Source: an optimization exercise on an open RTL-to-GDS flow (aim: small area, a short achievable clock period and few clock cycles per item). Production flows keep margins and buffers that such runs may drop.
At most, simulation tests tie the RTL to the original design; equivalence was not proved.

==> flow/design.v <==
module bnn_layer0 (
    input  wire        clk,
    input  wire        reset_n,
    input  wire        i_run,
    output wire        o_idle,
    output wire        o_done,
    output wire [6:0]  addr_input,
    output wire        ce_input,
    input  wire [27:0] q_input,
    output wire [1:0]  addr_weight,
    output wire        ce_weight,
    input  wire [26:0] q_weight,
    output wire [6:0]  addr_output,
    output wire        we_output,
    output wire [25:0] d_output
);
localparam LAT = 2;               
localparam END = 87 + LAT;        
reg        busy;
reg  [6:0] cnt;                   
reg  [1:0] m3;                    
reg  [6:0] a_in;
reg  [1:0] rch;
reg        we;
reg  [6:0] a_out;
reg  [1:0] och;
reg        done;
wire start = i_run & ~busy;
always @(posedge clk or negedge reset_n) begin
    if (!reset_n) begin
        busy  <= 1'b0;
        cnt   <= 7'd0;
        m3    <= 2'd0;
        we    <= 1'b0;
        done  <= 1'b0;
    end else begin
        done <= busy && (cnt == END);
        if (start) begin
            busy <= 1'b1;
            cnt  <= 7'd1;
            m3   <= 2'd2;
        end else if (busy) begin
            cnt <= cnt + 7'd1;
            m3  <= (m3 == 2'd2) ? 2'd0 : m3 + 2'd1;
            if (cnt == END) busy <= 1'b0;
        end
        we <= busy && (cnt >= 9 + LAT) && (cnt <= 86 + LAT);
    end
end
wire nidle;
bnn_idle u_idle (
    .clk     (clk),
    .reset_n (reset_n),
    .d       (busy ? (cnt != END) : i_run),
    .q       (nidle)
);
wire nce;
bnn_idle u_nce (
    .clk     (clk),
    .reset_n (reset_n),
    .d       (busy & (cnt > 7'd82) & (cnt != END)),
    .q       (nce)
);
wire ce_in = ~nce;
always @(posedge clk or negedge reset_n) begin
    if (!reset_n) begin
        a_in <= 7'd0;
        rch  <= 2'd0;
    end else if (ce_in && (busy || i_run)) begin
        if (rch == 2'd2) begin
            rch  <= 2'd0;
            a_in <= a_in - 7'd55;
        end else begin
            rch  <= rch + 2'd1;
            a_in <= a_in + 7'd28;
        end
    end else begin
        a_in <= 7'd0;
        rch  <= 2'd0;
    end
end
always @(posedge clk) begin
    if (start) begin
        a_out <= 7'd0;
        och   <= 2'd0;
    end else if (we) begin
        if (och == 2'd2) begin
            och   <= 2'd0;
            a_out <= a_out - 7'd51;
        end else begin
            och   <= och + 2'd1;
            a_out <= a_out + 7'd26;
        end
    end
end
assign o_idle      = ~nidle;
assign o_done      = done;
assign addr_input  = a_in;
assign ce_input    = ce_in;
assign addr_weight = m3;
assign ce_weight   = busy;
assign addr_output = a_out;
assign we_output   = we;
reg [27:0] qd1, qd2;              
always @(posedge clk) begin
    qd1 <= q_input;
    qd2 <= qd1;
end
reg [27:0] win [0:8];
wire ld = busy && (m3 == 2'd1);   
always @(posedge clk) begin
    if (ld) begin
        win[0] <= win[1]; win[1] <= win[2]; win[2] <= qd2;
        win[3] <= win[4]; win[4] <= win[5]; win[5] <= qd1;
        win[6] <= win[7]; win[7] <= win[8]; win[8] <= q_input;
    end
end
reg [26:0] w_reg;                 
always @(posedge clk) w_reg <= q_weight;
wire [25:0] res;
genvar h, s;
generate
    for (h = 0; h < 2; h = h + 1) begin : g_half
        wire [134:0] ws;
        for (s = 0; s < 9; s = s + 1) begin : g_s
            assign ws[s*15 +: 15] = win[s][27 - 13*h -: 15];
        end
        bnn_half u_half (
            .clk      (clk),
            .ws       (ws),
            .w_reg    (w_reg),
            .res      (res[25 - 13*h -: 13])
        );
    end
endgenerate
reg [25:0] d_out;
always @(posedge clk) d_out <= res;
assign d_output = d_out;
endmodule
module bnn_idle (
    input  wire clk,
    input  wire reset_n,
    input  wire d,
    output reg  q
);
always @(posedge clk or negedge reset_n) begin
    if (!reset_n) q <= 1'b0;
    else          q <= d;
end
endmodule
module bnn_half (
    input  wire         clk,
    input  wire [134:0] ws,
    input  wire [26:0]  w_reg,
    output wire [12:0]  res
);
genvar j, s, k;
generate
    for (j = 0; j < 13; j = j + 1) begin : g_col
        wire [26:0] d, w;
        for (s = 0; s < 9; s = s + 1) begin : g_s
            for (k = 0; k < 3; k = k + 1) begin : g_k
                assign d[s*3 + k] = ws[s*15 + 14 - j - k];
                assign w[s*3 + k] = w_reg[26 - (s*3 + k)];
            end
        end
        bnn_col u_col (.clk(clk), .d(d), .w(w), .o(res[12 - j]));
    end
endgenerate
endmodule
module bnn_col (
    input  wire        clk,
    input  wire [26:0] d,
    input  wire [26:0] w,
    output wire        o
);
wire [26:0] m = d ^ w;
wire [8:0] s1, c1;                
wire [2:0] as_, ac, bs, bc;       
genvar i;
generate
    for (i = 0; i < 9; i = i + 1) begin : g_l1
        bnn_fa u_fa (.a(m[3*i]), .b(m[3*i+1]), .c(m[3*i+2]), .s(s1[i]), .co(c1[i]));
    end
    for (i = 0; i < 3; i = i + 1) begin : g_l2
        bnn_fa u_fa1 (.a(s1[3*i]), .b(s1[3*i+1]), .c(s1[3*i+2]), .s(as_[i]), .co(ac[i]));
        bnn_fa u_fa2 (.a(c1[3*i]), .b(c1[3*i+1]), .c(c1[3*i+2]), .s(bs[i]), .co(bc[i]));
    end
endgenerate
wire x0 = (as_[0] & as_[1]) | (as_[0] & as_[2]) | (as_[1] & as_[2]);
wire y_s, y_c, z_s, z_c, u_s, u_c;
bnn_fa u_y (.a(ac[0]), .b(ac[1]), .c(ac[2]), .s(y_s), .co(y_c));
bnn_fa u_z (.a(bs[0]), .b(bs[1]), .c(bs[2]), .s(z_s), .co(z_c));
bnn_fa u_u (.a(bc[0]), .b(bc[1]), .c(bc[2]), .s(u_s), .co(u_c));
reg [2:0] ra, rb;                 
reg       rc;                     
always @(posedge clk) begin
    ra <= {x0, y_s, z_s};
    rb <= {y_c, z_c, u_s};
    rc <= u_c;
end
wire a_ge1 = |ra;
wire a_eq3 = &ra;
wire b_ge1 = |rb;
wire b_ge2 = (rb[0] & rb[1]) | (rb[0] & rb[2]) | (rb[1] & rb[2]);
wire b_eq3 = &rb;
wire ge = (rc & (b_ge2 | (b_ge1 & a_ge1) | a_eq3))
        | (b_eq3 & a_ge1)
        | (b_ge2 & a_eq3);
assign o = ~ge;
endmodule
module bnn_fa (
    input  wire a,
    input  wire b,
    input  wire c,
    output wire s,
    output wire co
);
assign s  = a ^ b ^ c;
assign co = (a & b) | (a & c) | (b & c);
endmodule
==> flow/config.mk <==
export PLATFORM = sky130hd
export DESIGN_NAME = bnn_layer0
export DESIGN_NICKNAME = bnn_layer0
export VERILOG_FILES = /design/flow/design.v
export SDC_FILE = /design/flow/constraint.sdc
export NUM_CORES = 4
export LEC_CHECK = 0
export ABC_AREA = 1
export CAP_MARGIN = 20
export CORE_MARGIN = 2
export CORE_UTILIZATION = 40
export CTS_CLUSTER_DIAMETER = 80
export CTS_CLUSTER_SIZE = 20
export PLACE_DENSITY = 0.6
export SETUP_SLACK_MARGIN = 3.4
export SLEW_MARGIN = 20
export SYNTH_HIERARCHICAL = 1
export SYNTH_MINIMUM_KEEP_SIZE = 0
==> flow/constraint.sdc <==
create_clock -name core_clock -period 6.0 [get_ports {clk}]
set_input_delay 1.2000 -clock core_clock [delete_from_list [all_inputs] [get_ports {clk}]]
set_output_delay 1.2000 -clock core_clock [all_outputs]
set_load 0.01 [all_outputs]
run.sh (not shown) runs the stock make flow with config.mk's settings and CLKGATE_MAP_FILE= SYNTH_SCRIPT=/design/flow/synth_recipe.tcl, a recipe that flattens the netlist after the stock synthesis.
The first run produced a clean layout.
Testbench counts at the start, summed over its fixed seeds: cycles 8,648, runs 96.
Next try:
Settings changed: ABC_AREA 1 to default, SETUP_SLACK_MARGIN 3.4 to 3.5.
Count of clock-buffer cells in the layout rises by 2.
Register-to-register slack improves by 0.04 ns.
Design area increases slightly.
Fmax came out higher slightly.
Clock skew came out lower by 0.0049 ns.
Next try:
Settings changed: SETUP_SLACK_MARGIN 3.5 to 3.4.
Cell area falls by about 2.2%.
Setup slack degrades by 0.053 ns.
Area after synthesis stays the same.

========
Setup of north:
bnn_layer0, a different RTL version from the one above (not shown whole).
Size in the first run: ~2200 cells after synthesis, about 580 flip-flops, ~110 I/O pins, roughly 33000 um^2 of cells after synthesis.
==> flow/config.mk <==
export PLATFORM = sky130hd
export DESIGN_NAME = bnn_layer0
export DESIGN_NICKNAME = bnn_layer0
export VERILOG_FILES = /design/flow/design.v
export SDC_FILE = /design/flow/constraint.sdc
export NUM_CORES = 4
export LEC_CHECK = 0
export CAP_MARGIN = 20
export CORE_MARGIN = 2
export CORE_UTILIZATION = 40
export CTS_CLUSTER_DIAMETER = 80
export CTS_CLUSTER_SIZE = 20
export PLACE_DENSITY = 0.6
export SETUP_SLACK_MARGIN = 3.45
export SLEW_MARGIN = 20
export SYNTH_HIERARCHICAL = 1
export SYNTH_MINIMUM_KEEP_SIZE = 0
==> flow/constraint.sdc <==
create_clock -name core_clock -period 6.0 [get_ports {clk}]
set_input_delay 1.2000 -clock core_clock [delete_from_list [all_inputs] [get_ports {clk}]]
set_output_delay 1.2000 -clock core_clock [all_outputs]
set_load 0.01 [all_outputs]
Changes in south relative to north:
- changing SETUP_SLACK_MARGIN from 3.45 to 3.6
### Flow results
- Cmp north and south / global placer's final weighted congestion / higher: south
- Relative to north, post-route fraction of the period consumed by the critical path has decreased by 1.4 points in south.
- | final hold slack | south vs north | 15 ps lower |
- met4 as the top routing layer in use was reported by north, and met5 by south.
No run of this note included a check of the RTL's function; only the layout flow was run.

========
## JK
bnn_layer0, a different RTL version from the one above (not shown whole).
Size in the first run: roughly 2300 cells after synthesis, about 660 flip-flops, ~110 I/O pins, roughly 34000 sq um of cells after synthesis.
Design bnn_layer0, start of the top module:
module bnn_layer0 (
    input  wire        clk,
    input  wire        reset_n,
    input  wire        i_run,
    output wire        o_idle,
    output wire        o_done,
    output wire [6:0]  addr_input,
    output wire        ce_input,
    input  wire [27:0] q_input,
    output wire [1:0]  addr_weight,
    output wire        ce_weight,
    input  wire [26:0] q_weight,
    output wire [6:0]  addr_output,
    output wire        we_output,
    output wire [25:0] d_output
);
make LEC_CHECK=0 CAP_MARGIN=20 CORE_MARGIN=2 CORE_UTILIZATION=40 CTS_CLUSTER_DIAMETER=80 CTS_CLUSTER_SIZE=20 PLACE_DENSITY=0.6 SETUP_SLACK_MARGIN=3.6 SLEW_MARGIN=20 SYNTH_HIERARCHICAL=1 SYNTH_MINIMUM_KEEP_SIZE=0 finish   # period 6.0 ns
JK was carried through to the last stage, and its layout satisfied the timing, DRC and antenna checks.
Testbench counts of JK, summed over its fixed seeds: cycles 8,648, runs 96.
> inputs changed (JK -> MS)
- TNS_END_PERCENT: unset -> 10
==> results.txt <==
- The worst-case clock buffer depth was comparable across JK and MS.
- On MS: count of instances resized after the clock tree is built is 123 lower than what JK gave.
- MS gives less fraction of final layout cells with drive strength greater than 1 than JK did.
- In MS relative to JK, post-detailed-route via-to-cell ratio had gone up slightly.
- Going from JK to MS, total wire length after detailed routing closely matched the old numbers; worst slew margin relative to its limit decreased by 0.50 points relative to the old numbers; data required time of the critical path decreased by 1670 ps relative to the old numbers; critical path depth decreased by 3 relative to the old numbers.
- Going from JK to MS, cell area shrank slightly.
- Worst setup slack for MS is lower than for JK.
Edits applied to the flow inputs when going from MS to AL:
- TNS_END_PERCENT removed (was 10)
==> flow/flow/run.sh (new file) <==
#!/bin/bash
# The standard layout (standard.sh), with plain buffers instead of delay cells
# on the ports, and cell resizing not held to the cells' footprints.
set -o pipefail
cp standard.sh standard_copy.txt 2>/dev/null
export BUFFER_PORTS_ARGS="-buffer_cell sky130_fd_sc_hd__buf_2"
bash standard.sh MATCH_CELL_FOOTPRINT=0 finish > standard.log 2>&1
==> flow/standard.sh (new file) <==
#!/bin/bash
# synth_recipe.tcl (not shown) runs the flow's synth.tcl, then flattens the netlist and writes it again
# the make line also repeats each setting of config.mk as NAME=value (left out here)
make -C /OpenROAD-flow-scripts/flow DESIGN_CONFIG=/design/flow/config.mk WORK_HOME=/design/flow/orfs CLKGATE_MAP_FILE= SYNTH_SCRIPT=/design/flow/synth_recipe.tcl "${@:-finish}"
removed: flow/run.sh
Findings:
- Comparing AL and MS, final critical-path share of the clock period is higher on MS.
- AL: minimum period implied by the final worst setup slack 120 ps below MS
- Relative to MS, AL improves smallest setup slack after layout.
- Going from MS to AL, post-detailed-route wirelength per cell grew by a few percent.
Input-level comparison between TR and AL:
- SETUP_SLACK_MARGIN changed from 3.6 to 3.7
==> flow/run.sh (new file) <==
#!/bin/bash
# synth_recipe.tcl (not shown) runs the flow's synth.tcl, then flattens the netlist and writes it again
# the make line also repeats each setting of config.mk as NAME=value (left out here)
make -C /OpenROAD-flow-scripts/flow DESIGN_CONFIG=/design/flow/config.mk WORK_HOME=/design/flow/orfs CLKGATE_MAP_FILE= SYNTH_SCRIPT=/design/flow/synth_recipe.tcl finish
removed: flow/flow/run.sh
removed: flow/standard.sh
==> results.txt <==
- For final area, dividing the value from TR by the value from AL gives 1.07.
- Final-layout worst hold slack in TR vs AL: up 6.9 ps
- Diff AL -> TR | minimum clock period after layout | decrease of 28 ps
- Diff AL -> TR: cell count along the critical path decreased 4; multi-input gate area in the final layout has increased; clock transition at the register clock pins on the worst setup and hold paths after CTS did not really move; number of clock buffers in the layout moved up.
### TR -> PW
- SETUP_SLACK_MARGIN: 3.7 -> 3.6
==> flow/flow/run.sh (new file) <==
#!/bin/bash
# The standard layout (standard.sh), with plain buffers instead of delay cells
# on the ports: buffer_ports otherwise picks a delay-cell buffer, whose
# footprint the later resizing then keeps.
set -o pipefail
cp standard.sh standard_copy.txt 2>/dev/null
export BUFFER_PORTS_ARGS="-buffer_cell sky130_fd_sc_hd__buf_2"
bash standard.sh > standard.log 2>&1
==> flow/standard.sh (new file) <==
#!/bin/bash
# synth_recipe.tcl (not shown) runs the flow's synth.tcl, then flattens the netlist and writes it again
# the make line also repeats each setting of config.mk as NAME=value (left out here)
make -C /OpenROAD-flow-scripts/flow DESIGN_CONFIG=/design/flow/config.mk WORK_HOME=/design/flow/orfs CLKGATE_MAP_FILE= SYNTH_SCRIPT=/design/flow/synth_recipe.tcl "${@:-finish}"
removed: flow/run.sh
Findings:
Diff PW..TR | number of cells in the design after placement | unchanged. Overall fraction of global-route tracks in use came out higher on PW than on TR. addr_input[0] as the capturing instance or port of the critical path was reported by TR, and u_g2.g_col[2].u_col.ra[0]$_DFF_P_ by PW. Run comparison: TR cell type of the slowest stage on the worst timing path sky130_fd_sc_hd__dfrtp_1; PW cell type of the slowest stage on the worst timing path sky130_fd_sc_hd__fa_1. In PW relative to TR, wire length had gone up slightly. Compared with TR, PW shows a higher via density per instance.

port drivers added, routing unchanged:
In the flow no input, the clock included, has a driving cell. The finished layouts below were timed again as built, in two steps.
Step 1 (the two cells are an assumption about what drives the block):
set clk [get_ports {clk}]
set_driving_cell -lib_cell sky130_fd_sc_hd__clkbuf_16 $clk
set_driving_cell -lib_cell sky130_fd_sc_hd__buf_2 [delete_from_list [all_inputs] $clk]
Step 2 adds t to the input delays and takes it off the output delays; t is the mean of the earliest and latest rising clock arrival at the registers after step 1. Input paths then give back, and output paths get back, about the clock's delay inside the block.
Slacks: ideal / step 1 / step 2; pairs: ideal / step 1.
run | t (ns) | setup slack, ns | hold slack, ns | worst setup path after step 2 | latest minus earliest clock arrival (ns)
the first run of note 1 | 0.649 | 3.455 / 3.393 / 3.460 | 0.340 / 0.340 / 0.340 | register to register | 0.029 / 0.029
the second run of note 1 | 0.650 | 3.493 / 3.487 / 3.289 | 0.339 / 0.339 / 0.339 | input to register | 0.026 / 0.026
the third run of note 1 | 0.645 | 3.439 / 3.408 / 3.316 | 0.336 / 0.336 / 0.336 | input to register | 0.025 / 0.025
north | 0.656 | 3.446 / 3.432 / 3.164 | 0.350 / 0.350 / 0.350 | input to register | 0.044 / 0.044
south | 0.665 | 3.529 / 3.529 / 3.171 | 0.335 / 0.335 / 0.335 | input to register | 0.045 / 0.045
JK | 0.657 | 3.619 / 3.576 / 3.287 | 0.351 / 0.351 / 0.351 | input to register | 0.021 / 0.021
MS | 0.657 | 3.492 / 3.426 / 3.294 | 0.351 / 0.351 / 0.351 | input to register | 0.021 / 0.021
AL | 0.657 | 3.616 / 3.580 / 3.616 | 0.343 / 0.343 / 0.343 | register to register | 0.030 / 0.030
TR | 0.657 | 3.644 / 3.579 / 3.287 | 0.350 / 0.350 / 0.350 | input to register | 0.023 / 0.022
PW | 0.658 | 3.621 / 3.583 / 3.621 | 0.343 / 0.343 / 0.343 | register to register | 0.030 / 0.030
After both steps every run listed still meets setup and hold. The setup slack of south, which loses most, moves by 0.000 ns with the drivers and by -0.358 ns with both steps.
